Background: an optimization exercise with open tools, aiming at a short achievable clock period and few clock cycles. Do not read the settings as production practice.
RTL that was checked went through simulation tests only; none was proved equivalent to the original.
For runs 1, 2 and 4, only the layout was checked, not whether the RTL still works.
Power figures rest on the tool's default switching activity, not on a simulated workload.

==> flow/run.sh <==
#!/bin/bash
# Standard ORFS layout; timing repair aims for a tighter setup margin.
set -o pipefail
bash standard.sh finish SETUP_SLACK_MARGIN=5.2 > standard.log 2>&1
==> design.v <==
module cpu4(input clk,
            input rst,
            output [7:0] imem_addr,
            input [15:0] imem_data,
            output [7:0] dmem_addr,
            output [15:0] dmem_wdata,
            output dmem_we,
            output dmem_re,
            input [15:0] dmem_rdata,
            output rf_we,
            output [3:0] rf_waddr,
            output [15:0] rf_wdata,
            output halted);
    reg [7:0]  pc;            
    reg [7:0]  pc1;           
    reg        halted_r;
    reg        e_valid;       
    reg        e_wr;          
    reg        e_ld;          
    reg        e_br;          
    reg        e_pred;        
    reg [5:0]  e_bt;          
    reg [3:0]  e_dst;
    reg [15:0] e_a;           
    reg [15:0] e_b;           
    reg        e_cin;         
    reg [7:0]  e_redir;       
    reg [7:0]  e_redir1;      
    reg        e_re_r, e_we_r;
    reg [7:0]  e_daddr;       
    reg [15:0] e_wdata;       
    reg        w_we;
    reg [3:0]  w_addr;
    reg [15:0] w_data;
    wire [255:0] rfv;
    wire [16:0] sum17 = {e_a, 1'b1} + {e_b, e_cin};
    wire [15:0] alu   = sum17[16:1];
    wire [15:0] e_res = e_ld ? dmem_rdata : alu;
    wire eq   = (e_a == e_b);
    wire zero = (e_a == 16'd0);
    wire lt   = $signed(e_a) < $signed(e_b);
    wire gt   = $signed(e_a) > $signed(e_b);
    wire taken = (e_bt[0] & zero) | (e_bt[1] & ~zero) | (e_bt[2] & eq) |
                 (e_bt[3] & ~eq) | (e_bt[4] & lt) | (e_bt[5] & gt);
    wire mispredict = e_valid & e_br & (taken ^ e_pred);
    wire e_fwd = e_valid & e_wr;
    genvar gi;
    generate
        for (gi = 0; gi < 16; gi = gi + 1) begin : R
            reg [15:0] q;
            always @(posedge clk)
                if (e_fwd && e_dst == gi)
                    q <= e_res;
            assign rfv[gi*16 +: 16] = q;
        end
    endgenerate
    wire [3:0] op = imem_data[15:12];
    wire [3:0] rd = imem_data[11:8];
    wire [3:0] ra = imem_data[7:4];
    wire [3:0] rb = imem_data[3:0];
    wire f_ld   = (op == 4'd0);
    wire f_st   = (op == 4'd1);
    wire f_rr   = (op == 4'd2) | (op == 4'd3);
    wire f_ri   = (op == 4'd4) | (op == 4'd5);
    wire f_sub  = (op == 4'd3) | (op == 4'd5);
    wire f_halt = (op == 4'd7);
    wire f_bz   = (op == 4'd8);
    wire f_bnz  = (op == 4'd9);
    wire f_beq  = (op == 4'd13);
    wire f_bneq = (op == 4'd14);
    wire f_blt  = (op == 4'd6);
    wire f_bgt  = (op == 4'd15);
    wire f_cmp  = f_beq | f_bneq | f_blt | f_bgt;    
    wire f_br   = f_bz | f_bnz | f_cmp;
    wire f_wr   = f_ld | f_rr | f_ri;
    wire same = (ra == rd);
    wire back = rb[3];
    wire f_pred = f_bnz | (f_beq & (same | back)) | (f_bneq & ~same) |
                  ((f_blt | f_bgt) & ~same & back);
    wire [15:0] rf_a = rfv[ra*16 +: 16];
    wire [15:0] rf_b = rfv[rb*16 +: 16];
    wire [15:0] rf_d = rfv[rd*16 +: 16];
    wire fa = e_fwd & (e_dst == ra);
    wire fb = e_fwd & (e_dst == rb);
    wire fd = e_fwd & (e_dst == rd);
    wire [15:0] opa = fa ? e_res : rf_a;
    wire [15:0] opr = fb ? e_res : rf_b;
    wire [15:0] opb = f_ri ? {{12{rb[3]}}, rb} :
                      f_cmp ? (fd ? e_res : rf_d) : opr;
    wire [127:0] tgv, tgv1;
    generate
        for (gi = 0; gi < 16; gi = gi + 1) begin : T
            wire [7:0] k = gi;
            wire [7:0] sk = {{4{k[3]}}, k[3:0]};
            assign tgv[gi*8 +: 8]  = pc1 + sk - 8'd1;
            assign tgv1[gi*8 +: 8] = pc1 + sk;
        end
    endgenerate
    wire [7:0] pc_tgt  = tgv[rb*8 +: 8];
    wire [7:0] pc_tgt1 = tgv1[rb*8 +: 8];
    wire [7:0] pc2 = pc1 + 8'd1;
    wire [7:0] pc_pred  = f_pred ? pc_tgt  : pc1;
    wire [7:0] pc_pred1 = f_pred ? pc_tgt1 : pc2;
    wire [7:0] f_redir  = f_pred ? pc1 : pc_tgt;
    wire [7:0] f_redir1 = f_pred ? pc2 : pc_tgt1;
    wire f_go = ~mispredict & ~f_halt & ~halted_r;
    always @(posedge clk) begin
        if (rst) begin
            pc <= 8'd0;
            pc1 <= 8'd1;
            halted_r <= 1'b0;
            e_valid <= 1'b0;
            e_re_r <= 1'b0;
            e_we_r <= 1'b0;
            w_we <= 1'b0;
        end else begin
            if (mispredict) begin
                pc <= e_redir;
                pc1 <= e_redir1;
            end else if (!f_halt && !halted_r) begin
                pc <= pc_pred;
                pc1 <= pc_pred1;
            end
            if (f_halt && !mispredict && !e_fwd)
                halted_r <= 1'b1;
            e_valid <= f_go;
            e_re_r <= f_go & f_ld;
            e_we_r <= f_go & f_st;
            w_we <= e_fwd;
        end
        e_wr <= f_wr;
        e_ld <= f_ld;
        e_br <= f_br;
        e_pred <= f_pred;
        e_bt <= {f_bgt, f_blt, f_bneq, f_beq, f_bnz, f_bz};
        e_dst <= rd;
        e_a <= opa;
        e_b <= f_sub ? ~opb : opb;
        e_cin <= f_sub;
        e_redir <= f_redir;
        e_redir1 <= f_redir1;
        if (f_ld | f_st)
            e_daddr <= opa[7:0];
        if (f_st)
            e_wdata <= opr;
        w_addr <= e_dst;
        w_data <= e_res;
    end
    assign imem_addr = pc;
    assign dmem_addr = e_daddr;
    assign dmem_wdata = e_wdata;
    assign dmem_we = e_we_r;
    assign dmem_re = e_re_r;
    assign rf_we = w_we;
    assign rf_waddr = w_addr;
    assign rf_wdata = w_data;
    assign halted = halted_r;
endmodule
==> constraint.sdc <==
create_clock -name core_clock -period 8.0 [get_ports {clk}]
set_input_delay 1.6000 -clock core_clock [delete_from_list [all_inputs] [get_ports {clk}]]
set_output_delay 1.6000 -clock core_clock [all_outputs]
set_load 0.01 [all_outputs]
==> standard.sh <==
#!/bin/bash
# synth_recipe.tcl (not shown) runs the flow's synth.tcl, then flattens the netlist and writes it again
# the make line also repeats each setting of config.mk as NAME=value (left out here)
make -C /OpenROAD-flow-scripts/flow DESIGN_CONFIG=/design/flow/config.mk WORK_HOME=/design/flow/orfs CLKGATE_MAP_FILE= SYNTH_SCRIPT=/design/flow/synth_recipe.tcl "${@:-finish}"
==> config.mk <==
export PLATFORM = sky130hd
export DESIGN_NAME = cpu4
export DESIGN_NICKNAME = cpu4
export VERILOG_FILES = /design/flow/design.v
export SDC_FILE = /design/flow/constraint.sdc
export NUM_CORES = 4
export LEC_CHECK = 0
export CAP_MARGIN = 20
export CORE_MARGIN = 2
export CORE_UTILIZATION = 40
export SETUP_SLACK_MARGIN = 5
export SLEW_MARGIN = 20
==> metrics.cfg, run 1 <==
[outcome]
outcome = timing/DRC/antenna clean

[clock_network]
hold_buffers = 0
cts-root-buf = clkbuf_16
clk_pin_slew_ns = 0.06
cts_made_buffers = 42
h-tree-depth = 2
cts_tree = yes
numClockSinks = 384
clockBufferDepth = 3
insertion_delay_ns = 0.62

[yosys]
avgSynthCellArea_um2 = 12.6
yosysSeqAreaShare_pct = 43.0
netlist_area_mm2 = 0.0244
synth_edf_count = 280
dominantRegCellSynth = edfxtp_1
synth-async-reset-ratio_pct = 0
ys_ff_latch = 384
synth_cell_types = 93
syn_nets = 2028
yosys_warnings = 1
synth_cells = 1938
synth_top_area_share_pct = 34.5
synthTopCellsByArea = edfxtp_1 (34%), mux4_2 (23%), dfxtp_1 (8.5%), xnor2_1 (4.6%), ha_1 (2.8%)
yosysTopAreaCell = edfxtp_1

[grt]
grt.overflow.total = 0
grt_pass1_vias = 19454
grt_pass1_wl_um = 133000
grt_start_max_net_pins = 47
grt_util_all_layers_pct = 28.8
antenna_found_initial = 3

[drt]
first_pass_iters = 6
wirelength_um = 94100
routedWlPerCell_um = 30.9
ant_nets = 0
viasPerCell = 6.63
drt_iter0_markers = 2689
drc_errors = 0
route.vias.total = 20172

[setup_path]
crit_start = pc1[3]
r2r_slack_ns = 4.62
endpoint = pc[6]
reg2regPathDepth = 16
r2r-end = pc[6]
worstPathArrival_ns = 3.83
path_cells = buf_12, clkinvlp_4, buf_8, buf_12, buf_4, ha_4, nand2_1, xnor2_1, o21a_1, or3b_2, xnor2_1, o22ai_1, o21ai_1, a21oi_2, a221o_1, a21oi_1
slowest_stage = or3b_2
critPathMaxStageDelay_ns = 0.51
critPathCaptureType = register
r2r-start = pc1[3]
crit_family = compound AO/OA/AOI/OAI gates
crit_buf_inv = 5
path_max_fanout = 9
worstSetupPathType = reg -> reg
worstPathRequired_ns = 8.45
worstSetupStartpointType = register
cp.depth = 16

[place]
place_ws_ns = 2.25
place_congestion = 0.918
io_buffers = 89
dp_hpwl_um = 49600

[sta]
tns_ns = 0
period_minus_slack_ns = 3.38
fin_ws_ns = 4.62
slew-limit-headroom_pct = 41.7
maxSlewViolCount = 0
skew_ns = 0.0876
period_share_pct = 42.3
setup_viol = 0
hold_ws_ns = 0.448
hold_viol_final = 0
worstMarginPinSlew_ns = 0.870
fmaxAchievable_ghz = 0.296
rsz0062_at_grt = yes

[floorplanning]
die-area_mm2 = 0.0629
die_w_um = 251
core_area_mm2 = 0.0604
design.portCount = 90
start_util_pct = 40.4
chipHeight_um = 251
row_count = 90

[final_layout]
diodes = 0
nFillCells = 4691
syn2layout_area_growth_pct = 34.9
mostFrequentLayoutCells = edfxtp_1 (280), mux4_2 (246), buf_4 (166), nand2_1 (133), xnor2_1 (116)
postLayoutCoreUtil_pct = 54.5
drive_above_1_share_pct = 43.2
final_common_cell = edfxtp_1
finalNetCount = 2319

[power]
power_density_mw_per_mm2 = 249
leakage_uw = 0.0119
peakVddDrop_mv = 0.180
finalPower_uw = 8180

[flow_run]
drv_cap = 0

[worst_hold_path]
whs_path_depth = 2
hold_class = reg -> reg

[logic make-up after synthesis]
family | synth area share (%)
and+or+nand+nor | 9.78
DFF | 43.0
AOI/OAI and AO/OA | 8.91
muxes | 25.1
buffers and inverters | 3.74
xor gates and xnor gates | 6.47
adders and majority gates | 2.95
[cell usage after synthesis, drive strengths merged (12+ instances only)]
| cell type | instances |
|---|---|
| mux4 | 246 |
| buf | 82 |
| a211oi | 20 |
| mux2 | 34 |
| o21ai | 53 |
| a21oi | 78 |
| ha | 55 |
| nand2 | 148 |
| mux2i | 20 |
| nor2b | 20 |
| nand2b | 23 |
| nor2 | 128 |
| xor2 | 52 |
| inv | 51 |
| a31oi | 20 |
| and3 | 14 |
| dfxtp | 104 |
| xnor2 | 128 |
| a311oi | 12 |
| nand4 | 18 |
| nand3 | 34 |
| o211ai | 13 |
| clkbuf | 79 |
| edfxtp | 280 |
| nor3 | 30 |
[worst min-delay path by stage]
stage	startpoint	endpoint	slack, ns
2_1_floorplan	e_dst[0]	w_addr[0]	0.33
3_3_place_gp	e_redir1[0]	pc1[0]	0.43
3_5_place_dp	e_redir[6]	pc[6]	0.44
4_1_cts	e_redir[6]	pc[6]	0.45
5_1_grt	e_redir[6]	pc[6]	0.46
6_report	e_redir[6]	pc[6]	0.45
[worst reg2reg max path, delay by kind of cell (launching register included)]
| kind | cells | cell delay, ns |
|---|---|---|
| AND/OR/NAND/NOR | 2 | 0.62 |
| flip-flops | 1 | 0.35 |
| buffers and inverters | 5 | 0.63 |
| AO/OA/AOI/OAI | 6 | 1.12 |
| adder cells (fa/ha/maj) | 1 | 0.23 |
| XOR/XNOR | 2 | 0.29 |
[where the power goes]
part / internal (uW) / switching (uW)
clock: 1290 / 882
sequential: 2520 / 85.8
combinational: 1500 / 1910
[repair_timing]
item / 4_1_cts / 5_1_grt
pin swaps: 94 / 40
buffers inserted: 162 / 44
resized for setup: 560 / 122
setup endpoints to repair: 274 / 195
cloned: 48 / 9
[metrics by stage]
stage	cell area (um2)	cells
floorplan	25000	1938
detailed placement	26200	2704
global route	32900	3044
finish	32900	3044
global placement	26200	2704
CTS	32000	2991
[cell type report]
cell class	count	area (um2)	area share, %
Clock inverter	32	460	1.40
Sequential cell	384	10500	32.0
Timing Repair inverter	1	16.3	0.0494
Multi-Input combinational cell	1349	14600	44.5
Clock buffer	45	1080	3.29
Inverter	53	254	0.772
Timing Repair Buffer	398	4940	15.0
Tap cell	782	978	2.97
[metal layers]
metal	vias to the layer above	track usage, %	share of wire [%]
met4	4	11.5	5.0
met5	-	0	0.030
li1	8164	-	-
met2	1555	43.9	44
met3	293	8.03	14
met1	10156	39.2	37
[sequential cells by signal (all words and copies together) (netlist names), 4 cells and up]
name / flops
R.q: 256
e_a: 16
e_b: 16
e_bt: 6
e_daddr: 8
e_dst: 4
e_redir: 8
e_redir1: 8
e_wdata: 16
pc: 8
pc1: 8
w_addr: 4
w_data: 16
==> inputs of run 2 (changes only) <==
==> flow/run.sh (replaced) <==
#!/bin/bash
# Standard ORFS layout; timing repair aims for a tighter setup margin.
set -o pipefail
bash standard.sh finish SETUP_SLACK_MARGIN=5.5 > standard.log 2>&1
==> metrics.cfg, run 2 <==
[clock_network]
cts_made_buffers = 43
clockBufferDepth = 3
insertion_delay_ns = 0.62
cts_tree = yes
clk_pin_slew_ns = 0.06
h-tree-depth = 2
numClockSinks = 384
cts-root-buf = clkbuf_16

[setup_path]
slowest_stage = or4_4
reg2regPathDepth = 13
worstSetupPathType = reg -> reg
worstPathRequired_ns = 8.45
critPathMaxStageDelay_ns = 0.55
critPathCaptureType = register
path_max_fanout = 11
crit_buf_inv = 3
crit_family = compound AO/OA/AOI/OAI gates
worstSetupStartpointType = register
r2r_slack_ns = 4.68
cp.depth = 13
path_cells = buf_12, inv_8, ha_4, inv_2, or3_4, o21a_1, or4_4, nor2_2, nor3_2, o211ai_1, a32oi_2, a221oi_2, a211oi_1
worstPathArrival_ns = 3.77

[final_layout]
final_common_cell = edfxtp_1
drive_above_1_share_pct = 48.1
syn2layout_area_growth_pct = 37.6
finalNetCount = 2332
largest_reg_flops = 256
regMostFlops = R.q
mostFrequentLayoutCells = edfxtp_1 (280), mux4_2 (246), buf_4 (158), nand2_1 (123), xnor2_1 (110)
postLayoutCoreUtil_pct = 55.6
fin_cells = 3060
nFillCells = 4630
regArea_mm2 = 0.0106
final_cell_area_mm2 = 0.0336
multiInputGateArea_mm2 = 0.0151

[power]
leakage_uw = 0.0121
seq_power_share_pct = 31.7
finalPower_uw = 8260
p_clk_share_pct = 23.4
power_density_mw_per_mm2 = 246
p_switching_uw = 2980
p_int_uw = 5280
comb_power_share_pct = 44.9
switching_share_pct = 36.1
peakVddDrop_mv = 0.190

[yosys]
synth_edf_count = 280
avgSynthCellArea_um2 = 12.6
yosysTopAreaCell = edfxtp_1
syn_nets = 2028
netlist_area_mm2 = 0.0244
synth_cells = 1938
synthTopCellsByArea = edfxtp_1 (34%), mux4_2 (23%), dfxtp_1 (8.5%), xnor2_1 (4.6%), ha_1 (2.8%)
dominantRegCellSynth = edfxtp_1
ys_top_cells_by_count = edfxtp_1 (280), mux4_2 (246), nand2_1 (148), xnor2_1 (128), nor2_1 (127)
synth-async-reset-ratio_pct = 0
ys_ff_latch = 384
yosysSeqAreaShare_pct = 43.0
synth_cell_types = 93
synth_top_area_share_pct = 34.5
yosys.cell_count.top_type = edfxtp_1
yosys_warnings = 1

[drt]
drc_errors = 0
routedWlPerCell_um = 31.5
viasPerCell = 6.62
drt_iter0_markers = 2956
ant_nets = 0
route.vias.total = 20265
wirelength_um = 96300
first_pass_iters = 6

[grt]
grt_util_all_layers_pct = 29.3
grt_pass1_wl_um = 135000
grt_pass1_vias = 19689
grt.overflow.total = 0
grt_start_max_net_pins = 66
antenna_found_initial = 2

[worst_hold_path]
whs_path_depth = 2
hold_class = reg -> reg

[sta]
maxSlewViolCount = 0
skew_ns = 0.0375
tns_ns = 0
period_minus_slack_ns = 3.32
setup_viol = 0
slew-limit-headroom_pct = 27.4
rsz0062_at_grt = yes
period_share_pct = 41.5
fmaxAchievable_ghz = 0.302
worstMarginPinSlew_ns = 1.09
hold_viol_final = 0

[place]
place_congestion = 0.930
dp_hpwl_um = 50100
dpl.cell_count = 2699
place_area_mm2 = 0.0263
io_buffers = 89

[floorplanning]
die-area_mm2 = 0.0629
die_w_um = 251
chipHeight_um = 251
start_util_pct = 40.4
row_count = 90
design.portCount = 90
core_area_mm2 = 0.0604

[outcome]
outcome = timing/DRC/antenna clean

[flow_run]
drv_cap = 0

[run 2: changes by cell type in the layout (fill, tap and decap cells not counted), moves of 11 or more]
cell             delta
clkdlybuf4s15_2    -11
clkdlybuf4s15_1    -14
dfxtp_1            -25
buf_2              +17
buf_6              +23
dfxtp_2            +24
[run 2: final timing paths]
kind | startpoint | endpoint
hold reg to reg | e_redir[6] | pc[6]
setup / recovery | pc1[2] | pc[7]
hold / removal | e_redir[6] | pc[6]
setup reg to reg | pc1[2] | pc[7]
[run 2: final cells by class]
cell class,instances,area share [%]
sequential,384,31.5
multi-input combinational,1354,45.1
timing repair buffer,401,15.4
timing repair inverter,5,0.268
clock buffer,57,3.52
antenna,1,0.00746
inverter,53,0.869
tap,782,2.92
clock inverter,23,0.529
[run 2: cells by family (layout without fill, tap and decap cells)]
logic type / after synthesis / count (layout) / synth area share (%)
muxes: 300 / 304 / 25.1
xor gates and xnor gates: 180 / 180 / 6.47
buffers and inverters: 214 / 539 / 3.74
other: 0 / 1 / 0
adders and majority gates: 57 / 57 / 2.95
AOI/OAI and AO/OA: 314 / 322 / 8.91
and+or+nand+nor: 489 / 491 / 9.78
DFF: 384 / 384 / 43.0
[run 2: power groups by stage]
stage | clock, uW | sequential, uW | combinational [uW]
floorplan | 0 | 2640 | 1610
global placement | 0 | 2630 | 2330
detailed placement | 0 | 2630 | 2350
CTS | 1930 | 2620 | 3290
global route | 2010 | 2630 | 3860
finish | 1930 | 2620 | 3710
[run 2: worst register-to-register path: stages (launching register included)]
cell and delay, ns:
dfxtp_2 0.35, buf_12 0.15, inv_8 0.14, ha_4 0.24, inv_2 0.06, or3_4 0.33
o21a_1 0.20, or4_4 0.55, nor2_2 0.14, nor3_2 0.06, o211ai_1 0.30, a32oi_2 0.25
a221oi_2 0.30, a211oi_1 0.10
[run 2: through the flow]
stage | worst slack, ns | hold slack, ns
4_1_cts | 4.77 | 0.440
2_1_floorplan | 4.43 | 0.329
3_3_place_gp | 2.47 | 0.441
6_report | 4.68 | 0.465
3_5_place_dp | 2.45 | 0.440
5_1_grt | 4.61 | 0.481
[run 2: layer usage]
layer | up-vias | share of wire [%] | GRT usage (%)
met5 | - | 0.13 | 0
met4 | 2 | 4.9 | 13.0
met3 | 308 | 14 | 9.61
met2 | 1631 | 44 | 43.7
met1 | 10137 | 37 | 39.2
li1 | 8187 | - | -
[run 2: timing repair]
action,CTS,global route
endpoints found under the setup margin,360,300
setup buffers,157,52
hold buffers,0,0
resized for setup,719,190
gates cloned,60,11
pin swaps,105,85
==> inputs of run 3 (changes only) <==
--- a/design.v
+++ b/design.v
@@ -87,17 +87,9 @@
     wire [15:0] opr = fb ? e_res : rf_b;
     wire [15:0] opb = f_ri ? {{12{rb[3]}}, rb} :
                       f_cmp ? (fd ? e_res : rf_d) : opr;
-    wire [127:0] tgv, tgv1;
-    generate
-        for (gi = 0; gi < 16; gi = gi + 1) begin : T
-            wire [7:0] k = gi;
-            wire [7:0] sk = {{4{k[3]}}, k[3:0]};
-            assign tgv[gi*8 +: 8]  = pc1 + sk - 8'd1;
-            assign tgv1[gi*8 +: 8] = pc1 + sk;
-        end
-    endgenerate
-    wire [7:0] pc_tgt  = tgv[rb*8 +: 8];
-    wire [7:0] pc_tgt1 = tgv1[rb*8 +: 8];
+    wire [7:0] sx = {{4{rb[3]}}, rb};
+    wire [7:0] pc_tgt  = pc1 + sx - 8'd1;
+    wire [7:0] pc_tgt1 = pc1 + sx;
     wire [7:0] pc2 = pc1 + 8'd1;
     wire [7:0] pc_pred  = f_pred ? pc_tgt  : pc1;
     wire [7:0] pc_pred1 = f_pred ? pc_tgt1 : pc2;
==> run.sh (new file) <==
#!/bin/bash
# synth_recipe.tcl (not shown) runs the flow's synth.tcl, then flattens the netlist and writes it again
# the make line also repeats each setting of config.mk as NAME=value (left out here)
make -C /OpenROAD-flow-scripts/flow DESIGN_CONFIG=/design/flow/config.mk WORK_HOME=/design/flow/orfs CLKGATE_MAP_FILE= SYNTH_SCRIPT=/design/flow/synth_recipe.tcl finish
removed: flow/run.sh
removed: standard.sh
==> metrics.cfg, run 3 <==
[yosys]
yosys.cell_count.top_type = edfxtp_1
yosys_warnings = 1
synth-async-reset-ratio_pct = 0
yosysTopAreaCell = edfxtp_1
synth_cells = 1378
syn_nets = 1454
ys_ff_latch = 384
avgSynthCellArea_um2 = 14.9
ys_top_cells_by_count = edfxtp_1 (280), mux4_2 (237), dfxtp_1 (104), nor2_1 (88), nand2_1 (86)
synthTopCellsByArea = edfxtp_1 (41%), mux4_2 (26%), dfxtp_1 (10%), ha_1 (2.4%), nor2_1 (1.6%)
synth_cell_types = 65
netlist_area_mm2 = 0.0205
yosysSeqAreaShare_pct = 51.1
synth_top_area_share_pct = 41.0
dominantRegCellSynth = edfxtp_1
synth_edf_count = 280

[power]
p_clk_share_pct = 31.4
power_density_mw_per_mm2 = 240
p_int_uw = 4370
switching_share_pct = 30.6
comb_power_share_pct = 27.4
seq_power_share_pct = 41.2
p_switching_uw = 1930
leakage_uw = 0.00922
peakVddDrop_mv = 0.150

[setup_path]
reg2regPathDepth = 11
crit_start = imem_data[0]
worstPathArrival_ns = 3.78
worstSetupStartpointType = input port
path_cells = buf_16, ha_4, fa_2, a211oi_4, o21ba_4, o221ai_4, nor3_2, xor2_1, mux2i_1, o21ai_1, mux2i_1, nor2_1
r2r-end = e_we_r
path_common_cell = mux2i_1
worstSetupPathType = in -> reg
worstPathRequired_ns = 8.51
slowest_stage = fa_2
critPathCaptureType = register
critPathMaxStageDelay_ns = 0.39
r2r_slack_ns = 4.78
path_max_fanout = 4
crit_buf_inv = 1
r2r-start = e_a[6]
crit_family = compound AO/OA/AOI/OAI gates

[clock_network]
clk_pin_slew_ns = 0.06
cts_tree = yes
cts_made_buffers = 42
clockBufferDepth = 3
insertion_delay_ns = 0.59
numClockSinks = 384
h-tree-depth = 2
cts-root-buf = clkbuf_16

[flow_run]
drv_cap = 0

[outcome]
outcome = timing/DRC/antenna clean

[drt]
viasPerCell = 6.19
routedWlPerCell_um = 29.3
drt_iter0_markers = 1423
drc_errors = 0
ant_nets = 0
first_pass_iters = 5
wirelength_um = 66200
route.vias.total = 13997

[worst_hold_path]
min-delay-start = e_redir[0]
whs_endpoint = pc[0]
whs_path_depth = 2
hold_class = reg -> reg

[place]
dpl.cell_count = 2081
place_area_mm2 = 0.0224
dp_hpwl_um = 36400
place_congestion = 0.880
io_buffers = 89

[sta]
setup_viol = 0
hold_ws_ns = 0.443
tns_ns = 0
slew-limit-headroom_pct = 35.2
fmaxAchievable_ghz = 0.305
skew_ns = 0.0249
hold_viol_final = 0
period_minus_slack_ns = 3.27
rsz0062_at_grt = yes
worstMarginPinSlew_ns = 0.970
period_share_pct = 40.9
maxSlewViolCount = 0

[final_layout]
finalNetCount = 1631
diodes = 0
final_cell_area_mm2 = 0.0263
drive_above_1_share_pct = 40.7
final_common_cell = edfxtp_1
fin_cells = 2260
syn2layout_area_growth_pct = 28.0
regMostFlops = R.q
mostFrequentLayoutCells = edfxtp_1 (280), mux4_2 (237), dfxtp_1 (93), nand2_1 (79), buf_4 (74)
postLayoutCoreUtil_pct = 52.1
largest_reg_flops = 256

[grt]
grt_util_all_layers_pct = 24.4
antenna_found_initial = 0
grt_pass1_wl_um = 94000
grt.overflow.total = 0
grt_pass1_vias = 13818
grt_start_max_net_pins = 33

[floorplanning]
die-area_mm2 = 0.0531
row_count = 82
start_util_pct = 40.7
die_w_um = 230
design.portCount = 90
core_area_mm2 = 0.0504
chipHeight_um = 230

==> run 3: layout make-up <==
cell class	count	area, um2
Clock buffer	53	1130
Timing Repair Buffer	227	2850
Fill cell	4103	24100
Tap cell	672	841
Clock inverter	24	255
Timing Repair inverter	1	16.3
Sequential cell	384	10500
Multi-Input combinational cell	853	10400
Inverter	46	205
==> run 3: through the flow <==
step                      total power, uW  worst slack [ns]
after detailed placement             4040              3.04
final                                6300              4.73
after global placement               4020              3.05
after floorplan                      3520              4.45
after CTS                            6210              4.72
after global routing                 6550              4.61
==> run 3: worst register-to-register path: stages, from the launching register on <==
cell and delay, ns:
dfxtp_1 0.40, ha_2 0.34, o21ai_0 0.24, o21bai_1 0.13
a2111o_1 0.47, mux2_4 0.34, a211oi_4 0.28, mux2i_4 0.36
buf_6 0.15, buf_12 0.12, nor3_2 0.07, and2_4 0.22
==> run 3: worst max path at each step <==
stage,end,slack (ns),cells after the start
after global placement,e_b[5],3.05,8
final,pc[7],4.73,12
after floorplan,e_b[10],4.45,9
after global routing,pc[7],4.61,12
after CTS,pc[7],4.72,12
after detailed placement,e_b[5],3.04,8
==> run 3: logic make-up after synthesis <==
family          count (synthesis)  share of synthesized area (%)
xor+xnor                       52                           2.22
compound gates                183                           5.98
buf+inv                       142                           2.80
flops                         384                           51.1
mux                           289                           28.7
fa+ha+maj                      42                           2.64
simple gates                  286                           6.49
==> run 3: power groups by stage <==
stage               combinational [uW]  sequential (uW)  clock (uW)
finish                            1730             2600        1980
CTS                               1600             2600        2010
global placement                  1390             2630           0
global route                      1850             2610        2080
detailed placement                1410             2630           0
floorplan                          900             2620           0
==> run 3: per-layer routing <==
layer / track usage, % / up-vias / share of wire (%)
li1: - / 5875 / -
met1: 31.5 / 7223 / 38
met2: 40.5 / 750 / 48
met3: 4.48 / 149 / 8.4
met4: 10.6 / 0 / 4.8
met5: 0 / - / 0
==> run 3: what timing repair did <==
item,in CTS,in global routing
hold buffers,0,0
setup endpoints to repair,249,82
buffers inserted,49,23
gates cloned,25,5
hold endpoints to repair,0,0
gates resized for setup,269,82
pin swaps,34,37
Testbench counts of run 3, summed over its fixed seeds: cycles 16,154.
==> inputs of run 4 (changes only) <==
--- a/design.v
+++ b/design.v
@@ -12,7 +12,6 @@
             output [15:0] rf_wdata,
             output halted);
     reg [7:0]  pc;            
-    reg [7:0]  pc1;           
     reg        halted_r;
     reg        e_valid;       
     reg        e_wr;          
@@ -25,7 +24,6 @@
     reg [15:0] e_b;           
     reg        e_cin;         
     reg [7:0]  e_redir;       
-    reg [7:0]  e_redir1;      
     reg        e_re_r, e_we_r;
     reg [7:0]  e_daddr;       
     reg [15:0] e_wdata;       
@@ -87,19 +85,28 @@
     wire [15:0] opr = fb ? e_res : rf_b;
     wire [15:0] opb = f_ri ? {{12{rb[3]}}, rb} :
                       f_cmp ? (fd ? e_res : rf_d) : opr;
-    wire [7:0] sx = {{4{rb[3]}}, rb};
-    wire [7:0] pc_tgt  = pc1 + sx - 8'd1;
-    wire [7:0] pc_tgt1 = pc1 + sx;
-    wire [7:0] pc2 = pc1 + 8'd1;
-    wire [7:0] pc_pred  = f_pred ? pc_tgt  : pc1;
-    wire [7:0] pc_pred1 = f_pred ? pc_tgt1 : pc2;
-    wire [7:0] f_redir  = f_pred ? pc1 : pc_tgt;
-    wire [7:0] f_redir1 = f_pred ? pc2 : pc_tgt1;
+    wire [3:0] hi   = pc[7:4];
+    wire [3:0] hi_p = hi + 4'd1;
+    wire [3:0] hi_m = hi - 4'd1;
+    wire [127:0] tgv;
+    generate
+        for (gi = 0; gi < 16; gi = gi + 1) begin : T
+            localparam integer SK = (gi >= 8) ? gi - 16 : gi;
+            localparam [4:0] C1 = SK;
+            wire [4:0] l1 = {1'b0, pc[3:0]} + C1;
+            wire [3:0] h1 = l1[4] ? ((SK < 0) ? hi_m : hi_p) : hi;
+            assign tgv[gi*8 +: 8] = {h1, l1[3:0]};    
+        end
+    endgenerate
+    wire [4:0] l3 = {1'b0, pc[3:0]} + 5'd1;
+    wire [7:0] pc_inc = {l3[4] ? hi_p : hi, l3[3:0]};
+    wire [7:0] pc_tgt = tgv[rb*8 +: 8];
+    wire [7:0] pc_pred = f_pred ? pc_tgt : pc_inc;
+    wire [7:0] f_redir = f_pred ? pc_inc : pc_tgt;
     wire f_go = ~mispredict & ~f_halt & ~halted_r;
     always @(posedge clk) begin
         if (rst) begin
             pc <= 8'd0;
-            pc1 <= 8'd1;
             halted_r <= 1'b0;
             e_valid <= 1'b0;
             e_re_r <= 1'b0;
@@ -108,10 +115,8 @@
         end else begin
             if (mispredict) begin
                 pc <= e_redir;
-                pc1 <= e_redir1;
             end else if (!f_halt && !halted_r) begin
                 pc <= pc_pred;
-                pc1 <= pc_pred1;
             end
             if (f_halt && !mispredict && !e_fwd)
                 halted_r <= 1'b1;
@@ -130,7 +135,6 @@
         e_b <= f_sub ? ~opb : opb;
         e_cin <= f_sub;
         e_redir <= f_redir;
-        e_redir1 <= f_redir1;
         if (f_ld | f_st)
             e_daddr <= opa[7:0];
         if (f_st)
==> metrics.cfg, run 4 <==
[power]
p_switching_uw = 1880
peakVddDrop_mv = 0.132
seq_power_share_pct = 40.5
power_density_mw_per_mm2 = 234
switching_share_pct = 30.8
p_clk_share_pct = 31.7
comb_power_share_pct = 27.7
finalPower_uw = 6090
leakage_uw = 0.00925
p_int_uw = 4210

[floorplanning]
start_util_pct = 40.4
row_count = 82
die-area_mm2 = 0.0526
design.portCount = 90
core_area_mm2 = 0.0502
chipHeight_um = 229
die_w_um = 229

[final_layout]
postLayoutCoreUtil_pct = 51.9
drive_above_1_share_pct = 40.3
regArea_mm2 = 0.0102
finalNetCount = 1648
mostFrequentLayoutCells = edfxtp_1 (280), mux4_2 (236), buf_4 (85), nand2_1 (78), dfxtp_1 (72)
regMostFlops = R.q
largest_reg_flops = 256
syn2layout_area_growth_pct = 28.4
nFillCells = 4114
final_common_cell = edfxtp_1
multiInputGateArea_mm2 = 0.0104

[yosys]
syn_nets = 1456
yosys_warnings = 1
synthTopCellsByArea = edfxtp_1 (41%), mux4_2 (26%), dfxtp_1 (8.7%), ha_1 (2.8%), nand2_1 (1.7%)
yosysSeqAreaShare_pct = 50.1
ys_ff_latch = 368
dominantRegCellSynth = edfxtp_1
synth_cells = 1376
ys_top_cells_by_count = edfxtp_1 (280), mux4_2 (236), nand2_1 (92), dfxtp_1 (88), nor2_1 (73)
synth_cell_types = 73
yosysTopAreaCell = edfxtp_1
avgSynthCellArea_um2 = 14.7
synth_edf_count = 280
synth-async-reset-ratio_pct = 0
synth_top_area_share_pct = 41.4
netlist_area_mm2 = 0.0203
yosys.cell_count.top_type = edfxtp_1

[sta]
period_share_pct = 41.3
setup_viol = 0
fin_ws_ns = 4.70
fmaxAchievable_ghz = 0.303
tns_ns = 0
period_minus_slack_ns = 3.30
slew-limit-headroom_pct = 27.2
worstMarginPinSlew_ns = 1.09
hold_viol_final = 0
hold_ws_ns = 0.464
rsz0062_at_grt = yes
skew_ns = 0.0280
maxSlewViolCount = 0

[drt]
ant_nets = 0
viasPerCell = 6.36
drt_iter0_markers = 1674
drc_errors = 0
routedWlPerCell_um = 30.6
route.vias.total = 14471
first_pass_iters = 5
wirelength_um = 69700

[setup_path]
worstSetupStartpointType = input port
path_cells = buf_6, buf_12, xor2_4, or4_4, a22o_4, a21o_4, clkinv_4, buf_12, mux2i_1, a21oi_1, mux2i_1, nor2_1
slowest_stage = or4_4
critPathMaxStageDelay_ns = 0.55
worstPathRequired_ns = 8.45
path_max_fanout = 4
r2r_slack_ns = 4.92
worstSetupPathType = in -> reg
worstPathArrival_ns = 3.75
critPathCaptureType = register

[clock_network]
h-tree-depth = 2
clk_pin_slew_ns = 0.06
cts-root-buf = clkbuf_16
cts_tree = yes
cts_made_buffers = 42
insertion_delay_ns = 0.58
clockBufferDepth = 3
hold_buffers = 0
numClockSinks = 368

[grt]
grt_pass1_wl_um = 99300
antenna_found_initial = 3
grt_start_max_net_pins = 30
grt_pass1_vias = 14244
grt_util_all_layers_pct = 26.2
grt.overflow.total = 0

[place]
place_congestion = 0.913
dp_hpwl_um = 38000
place_ws_ns = 3.06
io_buffers = 89

[outcome]
outcome = timing/DRC/antenna clean

[flow_run]
drv_cap = 0

[worst_hold_path]
hold_class = reg -> reg

-- run 4: cell families (layout without fill, tap and decap cells) --
| kind of cell | count (synthesis) | in the layout | synth area share, % |
|---|---|---|---|
| xor gates and xnor gates | 51 | 51 | 2.24 |
| DFF | 368 | 368 | 50.1 |
| other | 0 | 2 | 0 |
| AOI/OAI and AO/OA | 196 | 200 | 6.42 |
| buffers and inverters | 148 | 366 | 2.87 |
| adders and majority gates | 46 | 46 | 2.87 |
| and+or+nand+nor | 283 | 286 | 6.75 |
| muxes | 284 | 285 | 28.7 |
-- run 4: routing by layer --
layer  up-vias  GRT usage [%]  part of all wire, %
met5         -              0                0.016
met4         2           11.4                  4.7
met3       184           7.07                   11
met2       910           41.9                   47
met1      7412           33.5                   37
li1       5963              -                    -
-- run 4: timing repair --
item                                   in CTS  in global routing
setup endpoints to repair                 243                 65
cloned                                     32                  5
endpoints found under the hold margin       0                  0
pin swaps                                  39                 51
buffers inserted                           60                 26
resized for setup                         267                 95
-- run 4: worst max-delay path: cells and delay by family --
kind                   cells  cell delay [ns]
buffers and inverters      4             0.44
multiplexers               2             0.34
XOR/XNOR                   1             0.15
AND/OR/NAND/NOR            2             0.59
AO/OA/AOI/OAI              3             0.62
-- run 4: through the flow --
step	cell area, um2	std cells
after floorplan	20700	1376
after global placement	22000	2071
after detailed placement	22100	2073
after CTS	25400	2243
after global routing	26100	2275
final	26100	2276
-- run 4: area by class of cell --
| type | instances | area share, % |
|---|---|---|
| clock buffers | 51 | 4.25 |
| multi-input cells | 868 | 39.8 |
| flip-flops and latches | 368 | 39.2 |
| diodes | 2 | 0.0192 |
| clock inverters | 27 | 1.02 |
| inverters | 44 | 0.706 |
| well taps | 672 | 3.23 |
| repair buffers | 244 | 11.8 |
-- run 4: power groups by stage --
stage	Clock, uW	Sequential [uW]	Combinational (uW)
floorplan	0	2500	789
global placement	0	2510	1290
detailed placement	0	2510	1310
CTS	1960	2470	1560
global route	2030	2480	1790
finish	1930	2470	1690
-- run 4: worst paths after layout --
| path | startpoint | end | depth (start not counted) |
|---|---|---|---|
| worst min-delay path | e_redir[5] | pc[5] | 2 |
| worst max register to register | e_b[2] | e_b[8] | 12 |
| worst max-delay path | imem_data[10] | pc[3] | 12 |
| worst min register to register | e_redir[5] | pc[5] | 2 |

## afterwards: timing with drivers on the ports
The flow's constraints put no driver on any port. The routed layouts listed below were extracted and timed again, unchanged, in two steps.
Step 1 sets driving cells, clkbuf_16 on the clock port and buf_2 on the other inputs (assumed; they add their load-dependent delay and slew).
Step 2 adds t to the input delays and takes it off the output delays; t is the mean of the earliest and latest rising clock arrival at the registers after step 1. Input paths then give back, and output paths get back, about the clock's delay inside the block.
a / b / c = no drivers / after step 1 / after step 2; a / b = the first two.
| run | shift t [ns] | slack for setup (ns) | worst setup path at the end |
|---|---|---|---|
| run 1 | 0.634 | 4.618 / 4.319 / 3.685 | input to register |
| run 2 | 0.661 | 4.684 / 4.420 / 3.759 | input to register |
| run 3 | 0.635 | 4.726 / 4.612 / 3.977 | input to register |
| run 4 | 0.622 | 4.697 / 4.446 / 3.824 | input to register |
After both steps setup and hold are still met in every run listed. The setup slack of run 1, which loses most, moves by -0.299 ns with the drivers and by -0.933 ns with both steps.
